This design comes from an exercise in tuning for small area on the open sky130 flow, not from production work.
Function was checked by simulation only, so behaviour that the tests miss may differ from the original.

Setup of oak:
## cordic_vectoring_top
module cordic_vectoring_top #(parameter data_width=16,cordic_steps=16,angle_width=20)(
    input clk,
    input nreset,
    input enable,
    input signed [data_width-1:0] x_vec_in,
    input signed [data_width-1:0] y_vec_in,
    output wire signed [data_width-1:0] x_vec_out,
    output [cordic_steps-1:0] micro_rotation,
    output signed [angle_width-1:0] angle,
    output done
    );
    wire sx0 = x_vec_in[15], sy0 = y_vec_in[15];
    wire [15:0] ux = x_vec_in ^ {16{sx0}};
    wire [15:0] uy = y_vec_in ^ {16{sy0}};
    wire [15:0] ax = ux + {15'd0, sx0};
    wire [15:0] x_1, y_1;
    cv_add_bk #(16) a0x (.a(ax), .b(uy), .ci(sy0), .s(x_1));
    wire [15:0] axm = ax - {15'd0, sy0};
    cv_add_bk #(16) a0y (.a(uy), .b(~axm), .ci(1'b1), .s(y_1));
    wire n_1 = y_1[15];
    wire [14:0] z_1 = y_1[14:0] ^ {15{n_1}};
    wire [1:0] q_1 = {sx0, sx0 ^ sy0};    
    wire v_1 = nreset & enable;
    wire [15:0] m_1 = 16'd1;
    reg [15:0] xr_1; reg [14:0] zr_1; reg nr_1; reg [1:0] qr_1; reg vr_1;
    always @(posedge clk) begin
        xr_1 <= x_1; zr_1 <= z_1; nr_1 <= n_1; qr_1 <= q_1;
        vr_1 <= nreset & v_1;
    end
    wire [15:0] x_2;
    wire signed [15:0] xs_2 = $signed(xr_1) >>> 1;
    wire [15:0] w_2;
    cv_add_bk #(16) ax_2 (.a(xr_1), .b({2'd0, zr_1[14:1]}), .ci(nr_1), .s(x_2));
    cv_add_sk #(16) aw_2 (.a({1'b0, zr_1}), .b(~xs_2), .ci(1'b1), .s(w_2));
    wire n_2 = nr_1 ^ w_2[15];
    wire [14:0] z_2 = w_2[14:0] ^ {15{w_2[15]}};
    wire [15:0] m_2 = 16'd1 | {14'd0, ~nr_1, 1'd0};
    wire [1:0] q_2 = qr_1;
    wire v_2 = vr_1;
    wire [15:0] x_3;
    wire signed [15:0] xs_3 = $signed(x_2) >>> 2;
    wire [15:0] w_3;
    cv_add_bk #(16) ax_3 (.a(x_2), .b({3'd0, z_2[14:2]}), .ci(n_2), .s(x_3));
    cv_add_sk #(16) aw_3 (.a({1'b0, z_2}), .b(~xs_3), .ci(1'b1), .s(w_3));
    wire n_3 = n_2 ^ w_3[15];
    wire [14:0] z_3 = w_3[14:0] ^ {15{w_3[15]}};
    wire [15:0] m_3 = m_2 | {13'd0, ~n_2, 2'd0};
    wire [1:0] q_3 = q_2;
    wire v_3 = v_2;
    wire [15:0] x_4;
    wire signed [15:0] xs_4 = $signed(x_3) >>> 3;
    wire [15:0] w_4;
    cv_add_bk #(16) ax_4 (.a(x_3), .b({4'd0, z_3[14:3]}), .ci(n_3), .s(x_4));
    cv_add_sk #(16) aw_4 (.a({1'b0, z_3}), .b(~xs_4), .ci(1'b1), .s(w_4));
  ...
Size in the first run: ~3000 cells after synthesis, roughly 240 flip-flops.
==> flow/config.mk <==
export PLATFORM = sky130hd
export DESIGN_NAME = cordic_vectoring_top
export DESIGN_NICKNAME = cordic_vectoring_top
export VERILOG_FILES = /design/flow/design.v
export SDC_FILE = /design/flow/constraint.sdc
export NUM_CORES = 4
export LEC_CHECK = 0
export ABC_AREA = 1
export CAP_MARGIN = 20
export CORE_MARGIN = 2
export CORE_UTILIZATION = 60
export CTS_CLUSTER_DIAMETER = 80
export CTS_CLUSTER_SIZE = 40
export PLACE_DENSITY = 0.75
export SETUP_SLACK_MARGIN = -0.1
export SLEW_MARGIN = 20
==> flow/constraint.sdc <==
create_clock -name core_clock -period 7.0 [get_ports {clk}]
set_input_delay 1.4000 -clock core_clock [delete_from_list [all_inputs] [get_ports {clk}]]
set_output_delay 1.4000 -clock core_clock [all_outputs]
set_load 0.01 [all_outputs]
standard.sh (not shown) runs the stock make flow with config.mk's settings and CLKGATE_MAP_FILE= SYNTH_SCRIPT=/design/flow/synth_recipe.tcl, a recipe that flattens the netlist after the stock synthesis.
==> flow/flow/run.sh <==
#!/bin/bash
# The standard layout, with the port buffers made of the smallest buffer cell
# instead of the default clkdlybuf4s50_1. Every port still gets its buffer.
export BUFFER_PORTS_ARGS="-buffer_cell sky130_fd_sc_hd__buf_1"
bash standard.sh > standard.log 2>&1
oak completed every stage of the flow, and the final layout passed the timing, DRC and antenna checks.
#### Input delta (pine over oak)
- PLACE_DENSITY changed from 0.75 to 0.65
- CORE_UTILIZATION changed from 60 to 50
- SETUP_SLACK_MARGIN removed (was -0.1)
==> comparison <==
The number of cells on the critical path reported for pine is smaller than that of oak by 4.
Met1 wire length delta for pine relative to oak: 1.7% higher
Taking oak as the reference, in pine core utilization has decreased, overall die width increased by 9.4% relative to the old numbers, non-clock buffer count saw a decrease, worst setup slack shows an increase of 0.12 ns.

---

Another version of the RTL of cordic_vectoring_top (not shown whole).
Size in the first run: ~240 flip-flops, roughly 88 I/O pins, roughly 26,000 um^2 of cells after synthesis.
==> flow/design.v (excerpt) <==
module cordic_vectoring_top #(parameter data_width=16,cordic_steps=16,angle_width=20)(
    input clk,
    input nreset,
    input enable,
    input signed [data_width-1:0] x_vec_in,
    input signed [data_width-1:0] y_vec_in,
    output wire signed [data_width-1:0] x_vec_out,
    output [cordic_steps-1:0] micro_rotation,
    output signed [angle_width-1:0] angle,
    output done
    );
    wire sx0 = x_vec_in[15], sy0 = y_vec_in[15];
    wire [15:0] ux = x_vec_in ^ {16{sx0}};
    wire [15:0] uy = y_vec_in ^ {16{sy0}};
    wire [15:0] ax = ux + {15'd0, sx0};
    wire [15:0] x_1, y_1;
    cv_add_sk #(16) a0x (.a(ax), .b(uy), .ci(sy0), .s(x_1));
    wire [15:0] axm = ax - {15'd0, sy0};
    cv_add_sk #(16) a0y (.a(uy), .b(~axm), .ci(1'b1), .s(y_1));
    wire n_1 = y_1[15];
    wire [14:0] z_1 = y_1[14:0] ^ {15{n_1}};
    wire [1:0] q_1 = {sx0, sx0 ^ sy0};    
    wire v_1 = nreset & enable;
    wire [15:0] m_1 = 16'd1;
    reg [15:0] xr_1; reg [14:0] zr_1; reg nr_1; reg [1:0] qr_1; reg vr_1;
    always @(posedge clk) begin
        xr_1 <= x_1; zr_1 <= z_1; nr_1 <= n_1; qr_1 <= q_1;
        vr_1 <= nreset & v_1;
    end
    wire [15:0] x_2;
    wire signed [15:0] xs_2 = $signed(xr_1) >>> 1;
    wire [15:0] w_2;
    cv_add_bk #(16) ax_2 (.a(xr_1), .b({2'd0, zr_1[14:1]}), .ci(nr_1), .s(x_2));
    cv_add_sk #(16) aw_2 (.a({1'b0, zr_1}), .b(~xs_2), .ci(1'b1), .s(w_2));
    wire n_2 = nr_1 ^ w_2[15];
    wire [14:0] z_2 = w_2[14:0] ^ {15{w_2[15]}};
    wire [15:0] m_2 = 16'd1 | {14'd0, ~nr_1, 1'd0};
    wire [1:0] q_2 = qr_1;
    wire v_2 = vr_1;
    wire [15:0] x_3;
  ...
export LEC_CHECK = 0
export ABC_AREA = 1
export CAP_MARGIN = 20
export CORE_MARGIN = 2
export CORE_UTILIZATION = 50
export CTS_CLUSTER_DIAMETER = 80
export CTS_CLUSTER_SIZE = 50
export PLACE_DENSITY = 0.65
export SLEW_MARGIN = 20
create_clock -name core_clock -period 7.0 [get_ports {clk}]
run.sh (not shown) runs the stock make flow with config.mk's settings and CLKGATE_MAP_FILE= SYNTH_SCRIPT=/design/flow/synth_recipe.tcl, a recipe that flattens the netlist after the stock synthesis.
Stock flow here: none of the scripts above is used.
The first run passed the timing, DRC and antenna checks.
Rerun with:
- CAP_MARGIN: 20 -> 0
- CORE_UTILIZATION: 50 -> 60
- CTS_CLUSTER_DIAMETER: 80 -> not set
- CTS_CLUSTER_SIZE: 50 -> not set
- PLACE_DENSITY: 0.65 -> 0.75
- SLEW_MARGIN: 20 -> 0
Worst hold slack gets worse by 0.0053 ns. Final area grows slightly. Sequential share of layout area is lower by 0.14 points. Worst setup slack is worse by 0.032 ns. Sequential cell count stays the same. Non-clock buffer count decreases by 12. Utilization increases by 12 points. Clock-buffer cell count climbs by 16.
Rerun with:
==> flow/flow/run.sh (new file) <==
#!/bin/bash
# The standard layout, with the port buffers made of the smallest buffer cell
# instead of the default clkdlybuf4s50_1. Every port still gets its buffer.
export BUFFER_PORTS_ARGS="-buffer_cell sky130_fd_sc_hd__buf_1"
bash standard.sh > standard.log 2>&1
==> flow/standard.sh (new file) <==
#!/bin/bash
# synth_recipe.tcl (not shown) runs the flow's synth.tcl, then flattens the netlist and writes it again
# the make line also repeats each setting of config.mk as NAME=value (left out here)
make -C /OpenROAD-flow-scripts/flow DESIGN_CONFIG=/design/flow/config.mk WORK_HOME=/design/flow/orfs CLKGATE_MAP_FILE= SYNTH_SCRIPT=/design/flow/synth_recipe.tcl "${@:-finish}"
- CAP_MARGIN: 0 -> 20
- CORE_UTILIZATION: 60 -> 50
- CTS_CLUSTER_DIAMETER: not set -> 80
- CTS_CLUSTER_SIZE: not set -> 40
- PLACE_DENSITY: 0.75 -> 0.65
- SETUP_SLACK_MARGIN: not set -> -0.1
- SLEW_MARGIN: 0 -> 20
removed: flow/run.sh
Effect: Cell area falls by a few percent; utilization falls by 13 points; wire length falls by a few percent; register-to-register slack is about the same; setup slack loses 0.0048 ns; fmax is about the same; via count falls by a few percent; area after synthesis stays the same; global-route usage falls by 4.8 points.
Rerun with:
- SETUP_SLACK_MARGIN: -0.1 -> -0.2
The new run went through all stages and came out clean. Global-route usage climbs by 0.53 points. Hold slack is better by 0.0076 ns. Via count barely changes. Cell count grows by 0.75%. Setup slack loses 0.091 ns. Routed wire length went up by 1.3%.
Rerun with:
==> flow/run.sh (new file) <==
#!/bin/bash
# synth_recipe.tcl (not shown) runs the flow's synth.tcl, then flattens the netlist and writes it again
# the make line also repeats each setting of config.mk as NAME=value (left out here)
make -C /OpenROAD-flow-scripts/flow DESIGN_CONFIG=/design/flow/config.mk WORK_HOME=/design/flow/orfs CLKGATE_MAP_FILE= SYNTH_SCRIPT=/design/flow/synth_recipe.tcl finish
- SETUP_SLACK_MARGIN: -0.2 -> not set
removed: flow/flow/run.sh
removed: flow/standard.sh
Outcome: Wire length goes down by 1.5%. Design area grows by 2.2%. Via count increases by 0.37%. Area after synthesis is unchanged. Die area does not change. Sequential share of layout area went down by 0.31 points. Clock-buffer cell count goes down by 2. Cell count drops by 0.40%. First-iteration DRC count went down by 1.4%. Setup slack gets better by 0.13 ns.

---

Setup of delta:
cordic_vectoring_top again, from the RTL that the note above started with.
clock: 7.0 ns
lec_check: 0
abc_area: 1
cap_margin: 20
core_margin: 2
core_utilization: 50
place_density: 0.65
slew_margin: 20
Stock flow here: none of the scripts above is used.
Modified inputs, beta compared to delta
Settings: a change of PLACE_DENSITY from 0.65 to 0.5; a change of CORE_UTILIZATION from 50 to 40.
Count of placed standard cells including taps: lower on delta. In beta, the proportion of cell area occupied by registers came out 0.24 points below the value in delta. On total routed wire length on the met1 layer, the lower figure sits with delta, not beta. Summary of beta over delta: wire length of the first global-routing pass now larger, count of placed standard cells in the final layout, fillers left out saw an increase.

---

RTL: one of the versions met above, not the one the previous note started from.
Size: roughly 3000 cells after synthesis, about 240 flip-flops, ~88 I/O pins.
==> flow/design.v (excerpt) <==
module cordic_vectoring_top #(parameter data_width=16,cordic_steps=16,angle_width=20)(
    input clk,
    input nreset,
    input enable,
    input signed [data_width-1:0] x_vec_in,
    input signed [data_width-1:0] y_vec_in,
    output wire signed [data_width-1:0] x_vec_out,
    output [cordic_steps-1:0] micro_rotation,
    output signed [angle_width-1:0] angle,
    output done
    );
    wire sx0 = x_vec_in[15], sy0 = y_vec_in[15];
    wire [15:0] ux = x_vec_in ^ {16{sx0}};
    wire [15:0] uy = y_vec_in ^ {16{sy0}};
    wire [15:0] ax = ux + {15'd0, sx0};
    wire [15:0] x_1, y_1;
    cv_add_bk #(16) a0x (.a(ax), .b(uy), .ci(sy0), .s(x_1));
    wire [15:0] axm = ax - {15'd0, sy0};
    cv_add_bk #(16) a0y (.a(uy), .b(~axm), .ci(1'b1), .s(y_1));
    wire n_1 = y_1[15];
    wire [14:0] z_1 = y_1[14:0] ^ {15{n_1}};
    wire [1:0] q_1 = {sx0, sx0 ^ sy0};    
    wire v_1 = nreset & enable;
  ...
export LEC_CHECK = 0
export ABC_AREA = 1
export CAP_MARGIN = 20
export CORE_MARGIN = 2
export CORE_UTILIZATION = 50
export CTS_CLUSTER_DIAMETER = 100
export CTS_CLUSTER_SIZE = 50
export PLACE_DENSITY = 0.65
export SETUP_SLACK_MARGIN = -0.1
export SLEW_MARGIN = 20
create_clock -name core_clock -period 7.0 [get_ports {clk}]
standard.sh (not shown) runs the stock make flow with config.mk's settings and CLKGATE_MAP_FILE= SYNTH_SCRIPT=/design/flow/synth_recipe.tcl, a recipe that flattens the netlist after the stock synthesis.
==> flow/flow/run.sh <==
#!/bin/bash
# The standard layout, with the port buffers made of the smallest buffer cell
# instead of the default clkdlybuf4s50_1. Every port still gets its buffer.
export BUFFER_PORTS_ARGS="-buffer_cell sky130_fd_sc_hd__buf_1"
bash standard.sh > standard.log 2>&1
The starting point completed without violations.
Edit:
- CTS_CLUSTER_DIAMETER: 100 -> 80
- CTS_CLUSTER_SIZE: 50 -> 40
The new run finished clean.
Global-route usage hardly moves.
Cell area rises by 0.64%.
Clock-buffer cell count rises by 3.
Worst setup slack gains 0.0041 ns.
Final cell count is about the same.
Area after synthesis does not change.
Critical path depth rises by 25.

separate check: timing with driven ports:
Ports are ideal in the flow. The routed layouts listed here were re-timed in OpenROAD.
Step 1 assumes that a clkbuf_16 drives the clock port and a buf_2 every other input.
Step 2, shift: input delay + t, output delay - t, t = (earliest + latest rising clock arrival at the registers) / 2. This alone moves slack from input paths to output paths.
Three values: ideal ports, drivers, drivers and shift; two values: the first two.
run | t, ns | setup WS [ns] | worst hold slack (ns)
oak | 0.570 | 0.183 / 0.156 / 0.183 | 0.295 / 0.295 / 0.295
pine | 0.582 | 0.302 / 0.253 / 0.302 | 0.286 / 0.286 / 0.286
the first run of note 2 | 0.566 | 0.285 / 0.229 / 0.379 | 0.310 / 0.310 / 0.310
the second run of note 2 | 0.628 | 0.253 / 0.253 / 0.253 | 0.304 / 0.304 / 0.304
the third run of note 2 | 0.571 | 0.248 / 0.194 / 0.248 | 0.322 / 0.322 / 0.322
the fourth run of note 2 | 0.587 | 0.157 / 0.136 / 0.157 | 0.330 / 0.330 / 0.330
the fifth run of note 2 | 0.566 | 0.285 / 0.229 / 0.379 | 0.310 / 0.310 / 0.310
delta | 0.609 | 0.309 / 0.254 / 0.359 | 0.310 / 0.310 / 0.310
beta | 0.633 | 0.378 / 0.315 / 0.435 | 0.307 / 0.307 / 0.307
the first run of note 4 | 0.575 | 0.296 / 0.236 / 0.296 | 0.331 / 0.331 / 0.331
the second run of note 4 | 0.597 | 0.300 / 0.270 / 0.300 | 0.309 / 0.309 / 0.309
After both steps setup and hold are still met in every run listed.
